This is an optimization exercise on Yosys and OpenROAD, whose aim is small area and a short achievable clock period, not a production implementation.
Only simulation tests tie the RTL to the original design; equivalence was not proved.

==> flow/design.v, too long to show whole: its modules and the start of the top module <==
// module ComplexALU: 1569 lines
// module booth_mul: 1197 lines
module ComplexALU (
    input             clk,
    input             reset,
    input             recoverFlag_i,
    input             valid_i,
    input      [7:0]  opcode_i,
    input      [31:0] data1_i,
    input      [31:0] data2_i,
    input      [5:0]  logDest_i,
    input      [6:0]  phyDest_i,
    input      [6:0]  alID_i,
    output reg        wbValid_o,
    output     [7:0]  wbFlags_o,
    output reg [31:0] wbData_o,
    output reg [5:0]  wbLogDest_o,
    output reg [6:0]  wbPhyDest_o,
    output reg [6:0]  wbAlID_o,
    output reg        toggleFlag_o
);
  // ...
==> flow/run.sh <==
#!/bin/bash
# synth_recipe.tcl (not shown) runs the flow's synth.tcl, then flattens the netlist and writes it again
# the make line also repeats each setting of config.mk as NAME=value (left out here)
make -C /OpenROAD-flow-scripts/flow DESIGN_CONFIG=/design/flow/config.mk WORK_HOME=/design/flow/orfs CLKGATE_MAP_FILE= SYNTH_SCRIPT=/design/flow/synth_recipe.tcl finish
==> flow/config.mk <==
export PLATFORM = sky130hd
export DESIGN_NAME = ComplexALU
export DESIGN_NICKNAME = ComplexALU
export VERILOG_FILES = /design/flow/design.v
export SDC_FILE = /design/flow/constraint.sdc
export NUM_CORES = 4
export LEC_CHECK = 0
export ABC_AREA = 1
export CAP_MARGIN = 20
export CORE_MARGIN = 2
export CORE_UTILIZATION = 50
export PLACE_DENSITY = 0.65
export SLEW_MARGIN = 20
==> flow/constraint.sdc <==
create_clock -name core_clock -period 190.0 [get_ports {clk}]
set_input_delay 38.0000 -clock core_clock [delete_from_list [all_inputs] [get_ports {clk}]]
set_output_delay 38.0000 -clock core_clock [all_outputs]
set_load 0.01 [all_outputs]
==> impl_metrics.toml, run 1 <==
[yosys]
synth_top_area_cell = "fa_1"
synth_xor_xnor_area_share_pct = 9.742
synth_compound_area_share_pct = 10.99
ys_types = 73
yosysMostFrequentCell = "nand2_1"
synth-simple-area-share_pct = 14.90

[routing]
drtPass1Iterations = 7
drt-wirelength-per-cell_um = 23.62
wl_met2_um = 97480

[hold_path]
min_to = "q_s2[9]"

[critical_path]
path_buf_inv = 1
path_cells = "clkdlybuf4s50_1"

[place]
dp_slack_ns = 151.05

[sta]
finClkSkew_ns = 0.03763
fin_crit_ns = 39.52
setup_viol = 0
fmax_mhz = 25.31

[final_layout]
n_all_inverters = 1165
syn2layout_area_growth_pct = 7.810
multi_input_gates = 5435

[global_route]
antenna_found_initial = 7
grt.busiest_layer = "met2"
gr-usage-met2_pct = 54.21

[clock_network]
cts_max_level = 2
post_cts_buffers = 0
insertion_delay_ns = 0.66
cts_tree = "done"

[floorplanning]
start_util_pct = 50.39

[status]
status = "finished clean"
==> run 2, diff against run 1 <==
--- a/flow/design.v
+++ b/flow/design.v
@@ -457,64 +457,64 @@
 assign c9[8] = (t9[7] & dn[7]) | (c9[7] & (t9[7] | dn[7]));
 assign d9[8] = t9[8] ^ dn[8] ^ c9[8];
 assign c9[9] = (t9[8] & dn[8]) | (c9[8] & (t9[8] | dn[8]));
 assign d9[9] = t9[9] ^ dn[9] ^ c9[9];
 assign c9[10] = (t9[9] & dn[9]) | (c9[9] & (t9[9] | dn[9]));
 wire nb9 = c9[10];
 wire qb9 = nb9 & (&dn[31:10]);
 wire [9:0] r10 = qb9 ? d9 : t9;
-wire [9:0] qn1 = {qb0, qb1, qb2, qb3, qb4, qb5, qb6, qb7, qb8, qb9};
-reg [9:0] r_s1;
-reg [9:0] q_s1;
-reg [21:0] a_s1;
+wire [10:0] t10 = {r10, amag[21]};
+wire [11:0] c10;
+wire [10:0] d10;
+assign c10[0] = 1'b1;
+assign d10[0] = t10[0] ^ dn[0] ^ c10[0];
+assign c10[1] = (t10[0] & dn[0]) | (c10[0] & (t10[0] | dn[0]));
+assign d10[1] = t10[1] ^ dn[1] ^ c10[1];
+assign c10[2] = (t10[1] & dn[1]) | (c10[1] & (t10[1] | dn[1]));
+assign d10[2] = t10[2] ^ dn[2] ^ c10[2];
+assign c10[3] = (t10[2] & dn[2]) | (c10[2] & (t10[2] | dn[2]));
+assign d10[3] = t10[3] ^ dn[3] ^ c10[3];
+assign c10[4] = (t10[3] & dn[3]) | (c10[3] & (t10[3] | dn[3]));
+assign d10[4] = t10[4] ^ dn[4] ^ c10[4];
+assign c10[5] = (t10[4] & dn[4]) | (c10[4] & (t10[4] | dn[4]));
+assign d10[5] = t10[5] ^ dn[5] ^ c10[5];
+assign c10[6] = (t10[5] & dn[5]) | (c10[5] & (t10[5] | dn[5]));
+assign d10[6] = t10[6] ^ dn[6] ^ c10[6];
+assign c10[7] = (t10[6] & dn[6]) | (c10[6] & (t10[6] | dn[6]));
+assign d10[7] = t10[7] ^ dn[7] ^ c10[7];
+assign c10[8] = (t10[7] & dn[7]) | (c10[7] & (t10[7] | dn[7]));
+assign d10[8] = t10[8] ^ dn[8] ^ c10[8];
+assign c10[9] = (t10[8] & dn[8]) | (c10[8] & (t10[8] | dn[8]));
+assign d10[9] = t10[9] ^ dn[9] ^ c10[9];
+assign c10[10] = (t10[9] & dn[9]) | (c10[9] & (t10[9] | dn[9]));
+assign d10[10] = t10[10] ^ dn[10] ^ c10[10];
+assign c10[11] = (t10[10] & dn[10]) | (c10[10] & (t10[10] | dn[10]));
+wire nb10 = c10[11];
+wire qb10 = nb10 & (&dn[31:11]);
+wire [10:0] r11 = qb10 ? d10 : t10;
+wire [10:0] qn1 = {qb0, qb1, qb2, qb3, qb4, qb5, qb6, qb7, qb8, qb9, qb10};
+reg [10:0] r_s1;
+reg [10:0] q_s1;
+reg [20:0] a_s1;
 reg [31:0] d_s1;
 reg [5:0]  c_s1;
 reg        v_s1, t_s1;
 reg [19:0] f_s1;
 always @(posedge clk) begin
-    r_s1 <= r10;
+    r_s1 <= r11;
     q_s1 <= qn1;
-    a_s1 <= amag[21:0];
+    a_s1 <= amag[20:0];
     d_s1 <= is_mul ? phalf : dn;
     t_s1 <= is_tog;
     c_s1 <= c1_in;
     v_s1 <= v0;
     f_s1 <= f0;
 end
-wire [10:0] t10 = {r_s1, a_s1[21]};
-wire [11:0] c10;
-wire [10:0] d10;
-assign c10[0] = 1'b1;
-assign d10[0] = t10[0] ^ d_s1[0] ^ c10[0];
-assign c10[1] = (t10[0] & d_s1[0]) | (c10[0] & (t10[0] | d_s1[0]));
-assign d10[1] = t10[1] ^ d_s1[1] ^ c10[1];
-assign c10[2] = (t10[1] & d_s1[1]) | (c10[1] & (t10[1] | d_s1[1]));
-assign d10[2] = t10[2] ^ d_s1[2] ^ c10[2];
-assign c10[3] = (t10[2] & d_s1[2]) | (c10[2] & (t10[2] | d_s1[2]));
-assign d10[3] = t10[3] ^ d_s1[3] ^ c10[3];
-assign c10[4] = (t10[3] & d_s1[3]) | (c10[3] & (t10[3] | d_s1[3]));
-assign d10[4] = t10[4] ^ d_s1[4] ^ c10[4];
-assign c10[5] = (t10[4] & d_s1[4]) | (c10[4] & (t10[4] | d_s1[4]));
-assign d10[5] = t10[5] ^ d_s1[5] ^ c10[5];
-assign c10[6] = (t10[5] & d_s1[5]) | (c10[5] & (t10[5] | d_s1[5]));
-assign d10[6] = t10[6] ^ d_s1[6] ^ c10[6];
-assign c10[7] = (t10[6] & d_s1[6]) | (c10[6] & (t10[6] | d_s1[6]));
-assign d10[7] = t10[7] ^ d_s1[7] ^ c10[7];
-assign c10[8] = (t10[7] & d_s1[7]) | (c10[7] & (t10[7] | d_s1[7]));
-assign d10[8] = t10[8] ^ d_s1[8] ^ c10[8];
-assign c10[9] = (t10[8] & d_s1[8]) | (c10[8] & (t10[8] | d_s1[8]));
-assign d10[9] = t10[9] ^ d_s1[9] ^ c10[9];
-assign c10[10] = (t10[9] & d_s1[9]) | (c10[9] & (t10[9] | d_s1[9]));
-assign d10[10] = t10[10] ^ d_s1[10] ^ c10[10];
-assign c10[11] = (t10[10] & d_s1[10]) | (c10[10] & (t10[10] | d_s1[10]));
-wire nb10 = c10[11];
-wire qb10 = nb10 & (&d_s1[31:11]);
-wire [10:0] r11 = qb10 ? d10 : t10;
-wire [11:0] t11 = {r11, a_s1[20]};
+wire [11:0] t11 = {r_s1, a_s1[20]};
 wire [12:0] c11;
 wire [11:0] d11;
 assign c11[0] = 1'b1;
 assign d11[0] = t11[0] ^ d_s1[0] ^ c11[0];
 assign c11[1] = (t11[0] & d_s1[0]) | (c11[0] & (t11[0] | d_s1[0]));
 assign d11[1] = t11[1] ^ d_s1[1] ^ c11[1];
 assign c11[2] = (t11[1] & d_s1[1]) | (c11[1] & (t11[1] | d_s1[1]));
 assign d11[2] = t11[2] ^ d_s1[2] ^ c11[2];
@@ -604,57 +604,49 @@
 assign d13[12] = t13[12] ^ d_s1[12] ^ c13[12];
 assign c13[13] = (t13[12] & d_s1[12]) | (c13[12] & (t13[12] | d_s1[12]));
 assign d13[13] = t13[13] ^ d_s1[13] ^ c13[13];
 assign c13[14] = (t13[13] & d_s1[13]) | (c13[13] & (t13[13] | d_s1[13]));
 wire nb13 = c13[14];
 wire qb13 = nb13 & (&d_s1[31:14]);
 wire [13:0] r14 = qb13 ? d13 : t13;
 wire [14:0] t14 = {r14, a_s1[17]};
-wire [14:0] p14 = t14 ^ d_s1[14:0];
-wire [14:0] g14 = t14 & d_s1[14:0];
 wire [15:0] c14;
-wire [4:0] bc14;
-assign bc14[0] = 1'b1;
-wire gg14_0_0 = g14[0];
-wire gg14_0_1 = g14[1] | (p14[1] & gg14_0_0);
-wire gg14_0_2 = g14[2] | (p14[2] & gg14_0_1);
-wire gg14_0_3 = g14[3] | (p14[3] & gg14_0_2);
-assign bc14[1] = gg14_0_3 | ((&p14[3:0]) & bc14[0]);
-assign c14[0] = bc14[0];
-assign c14[1] = g14[0] | (p14[0] & c14[0]);
-assign c14[2] = g14[1] | (p14[1] & c14[1]);
-assign c14[3] = g14[2] | (p14[2] & c14[2]);
-wire gg14_1_4 = g14[4];
-wire gg14_1_5 = g14[5] | (p14[5] & gg14_1_4);
-wire gg14_1_6 = g14[6] | (p14[6] & gg14_1_5);
-wire gg14_1_7 = g14[7] | (p14[7] & gg14_1_6);
-assign bc14[2] = gg14_1_7 | ((&p14[7:4]) & bc14[1]);
-assign c14[4] = bc14[1];
-assign c14[5] = g14[4] | (p14[4] & c14[4]);
-assign c14[6] = g14[5] | (p14[5] & c14[5]);
-assign c14[7] = g14[6] | (p14[6] & c14[6]);
-wire gg14_2_8 = g14[8];
-wire gg14_2_9 = g14[9] | (p14[9] & gg14_2_8);
-wire gg14_2_10 = g14[10] | (p14[10] & gg14_2_9);
-wire gg14_2_11 = g14[11] | (p14[11] & gg14_2_10);
-assign bc14[3] = gg14_2_11 | ((&p14[11:8]) & bc14[2]);
-assign c14[8] = bc14[2];
-assign c14[9] = g14[8] | (p14[8] & c14[8]);
-assign c14[10] = g14[9] | (p14[9] & c14[9]);
-assign c14[11] = g14[10] | (p14[10] & c14[10]);
-wire gg14_3_12 = g14[12];
-wire gg14_3_13 = g14[13] | (p14[13] & gg14_3_12);
-wire gg14_3_14 = g14[14] | (p14[14] & gg14_3_13);
-assign bc14[4] = gg14_3_14 | ((&p14[14:12]) & bc14[3]);
-assign c14[12] = bc14[3];
-assign c14[13] = g14[12] | (p14[12] & c14[12]);
-assign c14[14] = g14[13] | (p14[13] & c14[13]);
-assign c14[15] = bc14[4];
-wire [14:0] d14 = p14 ^ c14[14:0];
+wire [14:0] d14;
+assign c14[0] = 1'b1;
+assign d14[0] = t14[0] ^ d_s1[0] ^ c14[0];
+assign c14[1] = (t14[0] & d_s1[0]) | (c14[0] & (t14[0] | d_s1[0]));
+assign d14[1] = t14[1] ^ d_s1[1] ^ c14[1];
+assign c14[2] = (t14[1] & d_s1[1]) | (c14[1] & (t14[1] | d_s1[1]));
+assign d14[2] = t14[2] ^ d_s1[2] ^ c14[2];
+assign c14[3] = (t14[2] & d_s1[2]) | (c14[2] & (t14[2] | d_s1[2]));
+assign d14[3] = t14[3] ^ d_s1[3] ^ c14[3];
+assign c14[4] = (t14[3] & d_s1[3]) | (c14[3] & (t14[3] | d_s1[3]));
+assign d14[4] = t14[4] ^ d_s1[4] ^ c14[4];
+assign c14[5] = (t14[4] & d_s1[4]) | (c14[4] & (t14[4] | d_s1[4]));
+assign d14[5] = t14[5] ^ d_s1[5] ^ c14[5];
+assign c14[6] = (t14[5] & d_s1[5]) | (c14[5] & (t14[5] | d_s1[5]));
+assign d14[6] = t14[6] ^ d_s1[6] ^ c14[6];
+assign c14[7] = (t14[6] & d_s1[6]) | (c14[6] & (t14[6] | d_s1[6]));
+assign d14[7] = t14[7] ^ d_s1[7] ^ c14[7];
+assign c14[8] = (t14[7] & d_s1[7]) | (c14[7] & (t14[7] | d_s1[7]));
+assign d14[8] = t14[8] ^ d_s1[8] ^ c14[8];
+assign c14[9] = (t14[8] & d_s1[8]) | (c14[8] & (t14[8] | d_s1[8]));
+assign d14[9] = t14[9] ^ d_s1[9] ^ c14[9];
+assign c14[10] = (t14[9] & d_s1[9]) | (c14[9] & (t14[9] | d_s1[9]));
+assign d14[10] = t14[10] ^ d_s1[10] ^ c14[10];
+assign c14[11] = (t14[10] & d_s1[10]) | (c14[10] & (t14[10] | d_s1[10]));
+assign d14[11] = t14[11] ^ d_s1[11] ^ c14[11];
+assign c14[12] = (t14[11] & d_s1[11]) | (c14[11] & (t14[11] | d_s1[11]));
+assign d14[12] = t14[12] ^ d_s1[12] ^ c14[12];
+assign c14[13] = (t14[12] & d_s1[12]) | (c14[12] & (t14[12] | d_s1[12]));
+assign d14[13] = t14[13] ^ d_s1[13] ^ c14[13];
+assign c14[14] = (t14[13] & d_s1[13]) | (c14[13] & (t14[13] | d_s1[13]));
+assign d14[14] = t14[14] ^ d_s1[14] ^ c14[14];
+assign c14[15] = (t14[14] & d_s1[14]) | (c14[14] & (t14[14] | d_s1[14]));
 wire nb14 = c14[15];
 wire qb14 = nb14 & (&d_s1[31:15]);
 wire [14:0] r15 = qb14 ? d14 : t14;
 wire [15:0] t15 = {r15, a_s1[16]};
 wire [15:0] p15 = t15 ^ d_s1[15:0];
 wire [15:0] g15 = t15 & d_s1[15:0];
 wire [16:0] c15;
 wire [4:0] bc15;
@@ -797,17 +789,17 @@
 assign bc17[5] = gg17_4_17 | ((&p17[17:16]) & bc17[4]);
 assign c17[16] = bc17[4];
 assign c17[17] = g17[16] | (p17[16] & c17[16]);
 assign c17[18] = bc17[5];
 wire [17:0] d17 = p17 ^ c17[17:0];
 wire nb17 = c17[18];
 wire qb17 = nb17 & (&d_s1[31:18]);
 wire [17:0] r18 = qb17 ? d17 : t17;
-wire [17:0] qn2 = {q_s1, qb10, qb11, qb12, qb13, qb14, qb15, qb16, qb17};
+wire [17:0] qn2 = {q_s1, qb11, qb12, qb13, qb14, qb15, qb16, qb17};
 reg [17:0] r_s2;
 reg [17:0] q_s2;
 reg [13:0] a_s2;
 reg [31:0] d_s2;
 reg [5:0]  c_s2;
 reg        v_s2, t_s2;
 reg [19:0] f_s2;
 always @(posedge clk) begin
==> impl_metrics.toml, run 2 <==
[sta]
tightestPinTransition_ns = 1.093
fmax_mhz = 25.29
rsz0062_at_grt = "false"
drv_slew = 0
finClkSkew_ns = 0.04570
final_hold_viol_count = 0
finalSetupTns_ns = 0
fin_crit_ns = 39.54
final.period_utilization_pct = 20.81
setup_viol = 0
maxSlewHeadroom_pct = 26.91

[routing]
drtPass1Iterations = 6
vias = 52401
drt-wirelength-per-cell_um = 23.79
drt-total-wl_um = 215300
drc_errors = 0
ant_nets = 0
viasPerCell = 5.790
drtIter0Drc = 5119

[critical_path]
critical-path-top-delay-family = "buffers and inverters"
required_ns = 152.00
path_cells = "clkdlybuf4s50_1"
cpPeakStageDelay_ns = 0.56
cp.arrival_ns = 1.54
path_buf_inv = 1
cp_slowest_cell = "clkdlybuf4s50_1"
end_kind = "output pin"
cp_max_fo = 1
worstRegToRegCells = 133
rrSetupSlack_ns = 157.44
worstSetupPathType = "reg2out"
r2r-start = "d_s1[0]"
regToRegEndpoint = "r_s2[0]"
worstSetupStartpointType = "flop"

[global_route]
grt_first_pass_wirelength_um = 327600
grt_pass1_vias = 54015
antenna_found_initial = 16
grtUsageTotal_pct = 34.06
overflow = 0
grt_max_degree = 59

[yosys]
syn_inst = 7377
synth_edf_count = 0
synthAdderAreaFrac_pct = 39.54
async_flop_share_pct = 0
synth_top_area_cell = "fa_1"
synth_top_family_by_area = "adder cells"
synth_xor_xnor_area_share_pct = 9.810
netlist_top_cells_area = "fa_1 (30%), dfxtp_1 (15%), ha_1 (9.2%), xor2_1 (8.8%), nand2_1 (6.5%)"
synthMuxAreaShare_pct = 0.6052
synth_ff_type = "dfxtp_1"
ys_top_cells_by_count = "nand2_1 (1086), inv_1 (1072), fa_1 (948)"
ys_types = 69
yosysMostFrequentCell = "nand2_1"
synth-simple-area-share_pct = 14.59
synth-seq-cells = 477
synth_compound_area_share_pct = 10.92
synth_top_cell_area_share_pct = 30.29
synth_area_um2 = 62650
yosys_warnings = 1
yosysSeqAreaShare_pct = 15.24
avgSynthCellArea_um2 = 8.492

[floorplanning]
rows = 129
fp.dieArea_um2 = 128100
die_h_um = 358.0
core_um2 = 124000
start_util_pct = 50.54
io_pins = 158
fp.dieW_um = 358.0

[hold_path]
worstHoldPathType = "reg2reg"
hold_depth = 0
hp-start = "f_s1[14]"
min_to = "f_s2[14]"

[clock_network]
cts_hold_buf = 0
clkTransAtPathRegs_ns = 0.07
cts_buffer_depth = 3
cts_max_level = 2
insertion_delay_ns = 0.69
cts-resized-gates = 0
post_cts_buffers = 0
cts.sink_count = 477
cts_tree = "done"
cts-root-buf = "clkbuf_16"
cts_made_buffers = 51

[final_layout]
nets = 8867
final_cell_mix = "nand2_1 (1086), inv_1 (1054), fa_1 (948), xor2_1 (627), o22ai_1 (534)"
layout_commonest_cell = "nand2_1"
drive_gt1_share_pct = 6.269
syn2layout_area_growth_pct = 8.111

[place]
hpwl_um = 161900
place_congestion = 1.050
port_buffers = 149

[job]
cap_violations = 0

[status]
status = "finished clean"
-- run 2: worst reg2reg max path: cells and delay by family (launching register included) --
kind | cells | cell delay [ns]
flip-flops | 1 | 0.51
AO/OA/AOI/OAI | 31 | 4.94
buffers and inverters | 24 | 3.54
AND/OR/NAND/NOR | 23 | 3.67
adder cells (fa/ha/maj) | 55 | 19.72
-- run 2: layout make-up --
type / instances / area, µm²
Antenna cell: 12 / 30.03
Inverter: 1121 / 4227
Sequential cell: 477 / 9550
Tap cell: 1637 / 2048
Multi-Input combinational cell: 5396 / 47310
Fill cell: 11451 / 56230
Clock inverter: 32 / 444.2
Timing Repair Buffer: 313 / 2723
Clock buffer: 63 / 1391
-- run 2: kinds of logic (layout without fill, tap and decap cells) --
logic type | count (synthesis) | count (layout)
other | 2 | 17
multiplexers | 37 | 37
XOR/XNOR | 700 | 700
buffers and inverters | 1507 | 1529
AND/OR/NAND/NOR | 2099 | 2099
flip-flops | 477 | 477
AO/OA/AOI/OAI | 1144 | 1144
adder cells (fa/ha/maj) | 1411 | 1411
-- run 2: how the worst max path moves through the flow --
stage                   from      endpoint  slack [ns]  depth (start not counted)
2_1_floorplan  recoverFlag_i    rec_cnt[1]      151.66                          3
3_3_place_gp   recoverFlag_i    rec_cnt[1]      151.09                          4
3_5_place_dp   recoverFlag_i    rec_cnt[1]      151.08                          4
4_1_cts                fl[1]  wbFlags_o[3]      150.41                          1
5_1_grt                fl[1]  wbFlags_o[3]      150.41                          1
6_report               fl[1]  wbFlags_o[3]      150.46                          1
-- run 2: layer usage --
metal,global-route usage (%),vias up,routed length (µm),share of wire (%)
li1,-,23535,-,-
met1,40.71,25114,79560,37
met2,53.88,2802,95280,44
met3,8.214,936,21040,9.8
met4,24.38,14,19350,9.0
met5,0,-,82,0.038
-- run 2: stage by stage --
| step | worst slack, ns | instance area [µm²] | util, % | cells | hold WS, ns |
|---|---|---|---|---|---|
| after floorplan | 151.66 | 62660 | - | 7380 | 0.3096 |
| after global placement | 151.09 | 65860 | 53.13 | 8944 | 0.3098 |
| after detailed placement | 151.08 | 65860 | 53.13 | 8944 | 0.3120 |
| after CTS | 150.41 | 67700 | 54.61 | 9039 | 0.3140 |
| after global routing | 150.41 | 67700 | 54.62 | 9041 | 0.3286 |
| final | 150.46 | 67730 | 54.64 | 9051 | 0.3153 |
==> run 3, diff against run 2 <==
--- a/flow/config.mk
+++ b/flow/config.mk
@@ -9,5 +9,7 @@
 export CAP_MARGIN = 20
 export CORE_MARGIN = 2
 export CORE_UTILIZATION = 50
+export CTS_CLUSTER_DIAMETER = 60
+export CTS_CLUSTER_SIZE = 24
 export PLACE_DENSITY = 0.65
 export SLEW_MARGIN = 20
==> impl_metrics.toml, run 3 <==
[critical_path]
cp_max_fo = 1
r2r-start = "d_s1[0]"
path_cells = "clkdlybuf4s50_1"
cp_slowest_cell = "clkdlybuf4s50_1"
critical-path-top-delay-family = "buffers and inverters"
cpPeakStageDelay_ns = 0.55
cp.arrival_ns = 1.52
worstSetupPathType = "reg2out"
required_ns = 152.00
path_buf_inv = 1
worstSetupStartpointType = "flop"
crit_path_start = "wbLogDest_o[4]"
end_kind = "output pin"

[yosys]
synth_ff_type = "dfxtp_1"
ys_types = 69
yosysSeqAreaShare_pct = 15.24
synth_top_area_cell = "fa_1"
yosysMostFrequentCell = "nand2_1"
syn_inst = 7377
synth_area_um2 = 62650
synth-seq-cells = 477
netlist_top_cells_area = "fa_1 (30%), dfxtp_1 (15%), ha_1 (9.2%), xor2_1 (8.8%), nand2_1 (6.5%)"
synth_edf_count = 0
async_flop_share_pct = 0
ys_top_cells_by_count = "nand2_1 (1086), inv_1 (1072), fa_1 (948)"
avgSynthCellArea_um2 = 8.492
yosys_warnings = 1
synth_top_cell_area_share_pct = 30.29

[place]
place_congestion = 1.050
port_buffers = 149
dpl_cell_area_um2 = 65860
dp_slack_ns = 151.08
hpwl_um = 161900
dp_cells = 8944

[routing]
viasPerCell = 5.791
drc_errors = 0
ant_nets = 0
vias = 52272
drt-wirelength-per-cell_um = 23.79
drtPass1Iterations = 6
drt-total-wl_um = 214700
drtIter0Drc = 5281

[sta]
fin_crit_ns = 39.52
maxSlewHeadroom_pct = 25.50
tightestPinTransition_ns = 1.114
finalSetupTns_ns = 0
fmax_mhz = 25.30
final.period_utilization_pct = 20.80
setup_viol = 0
fin_hold_ws_ns = 0.3124
finClkSkew_ns = 0.05372
final_hold_viol_count = 0
setup_slack_ns = 150.48
drv_slew = 0
rsz0062_at_grt = "false"

[floorplanning]
die_h_um = 358.0
start_util_pct = 50.54
rows = 129
core_um2 = 124000
fp.dieArea_um2 = 128100
io_pins = 158
fp.dieW_um = 358.0

[clock_network]
post_cts_buffers = 0
insertion_delay_ns = 0.66
cts_made_buffers = 42
cts.sink_count = 477
cts-root-buf = "clkbuf_16"
clkTransAtPathRegs_ns = 0.08
cts_buffer_depth = 3
cts_tree = "done"
cts-resized-gates = 0
cts_hold_buf = 0
cts_max_level = 2

[final_layout]
final_cell_mix = "nand2_1 (1086), inv_1 (1054), fa_1 (948), xor2_1 (627), o22ai_1 (534)"
drive_gt1_share_pct = 6.043
nets = 8858
fillers = 11485
finalInstanceArea_um2 = 67470
fin_util_pct = 54.43
stdcell_count = 9026
layout_commonest_cell = "nand2_1"
syn2layout_area_growth_pct = 7.701

[status]
status = "finished clean"

[global_route]
gr-usage-met2_pct = 53.69
antenna_found_initial = 16
grt_pass1_vias = 53855
grt_use_met1_pct = 40.55
grt_first_pass_wirelength_um = 326600
overflow = 0
grtUsageTotal_pct = 33.96
grt.busiest_layer = "met2"
met3_usage_pct = 8.209
grt_max_degree = 59

[hold_path]
worstHoldPathType = "reg2reg"
hp-start = "f_s2[5]"

[job]
cap_violations = 0
run 3: cell counts after synthesis:
No cell type changed its count.
run 3: cells by family (layout without fill, tap and decap cells):
group	Yosys count	count (layout)	synth area share, %
other	2	13	0.01199
flip-flops	477	477	15.24
AO/OA/AOI/OAI	1144	1144	10.92
AND/OR/NAND/NOR	2099	2099	14.59
adder cells (fa/ha/maj)	1411	1411	39.54
XOR/XNOR	700	700	9.810
buffers and inverters	1507	1508	9.281
multiplexers	37	37	0.6052
run 3: metal layers:
| metal | up-vias | wire (µm) |
|---|---|---|
| met5 | - | 83 |
| met4 | 14 | 19460 |
| met3 | 895 | 21300 |
| met2 | 2791 | 94980 |
| met1 | 25090 | 78880 |
| li1 | 23482 | - |
run 3: path summary, 6_finish.rpt:
kind	endpoint	slack, ns	cells after the start
max	wbLogDest_o[4]	150.48	1
min	f_s3[5]	0.31	0
max reg2reg	r_s2[0]	157.40	133
min reg2reg	f_s3[5]	0.31	0
run 3: layout make-up:
cell class / count / area (µm²) / area share (%)
multi-input combinational: 5396 / 47310 / 70.13
clock buffer: 45 / 1084 / 1.606
antenna: 8 / 20.02 / 0.02967
tap: 1637 / 2048 / 3.036
clock inverter: 29 / 505.5 / 0.7492
timing repair buffer: 313 / 2723 / 4.035
inverter: 1121 / 4227 / 6.264
sequential: 477 / 9550 / 14.15

-- separate check: timing with driven ports --
The results above use ideal ports. As a check the final layouts listed here were re-extracted and re-timed, cells and wires unchanged.
Step 1 assumes that a clkbuf_16 drives the clock port and a buf_2 every other input.
Step 2 also shifts input and output timing later by t, the mid clock arrival at the registers, as if the neighbouring blocks saw the same clock.
a / b / c = no drivers / after step 1 / after step 2; a / b = the first two.
run | shift t [ns] | slack for setup (ns) | worst hold slack (ns)
run 1 | 0.719 | 150.484 / 150.410 / 151.060 | 0.313 / 0.313 / 0.313
run 2 | 0.744 | 150.464 / 150.385 / 151.024 | 0.315 / 0.315 / 0.315
run 3 | 0.711 | 150.476 / 150.397 / 151.042 | 0.312 / 0.312 / 0.312
After both steps setup and hold are still met in every run listed.
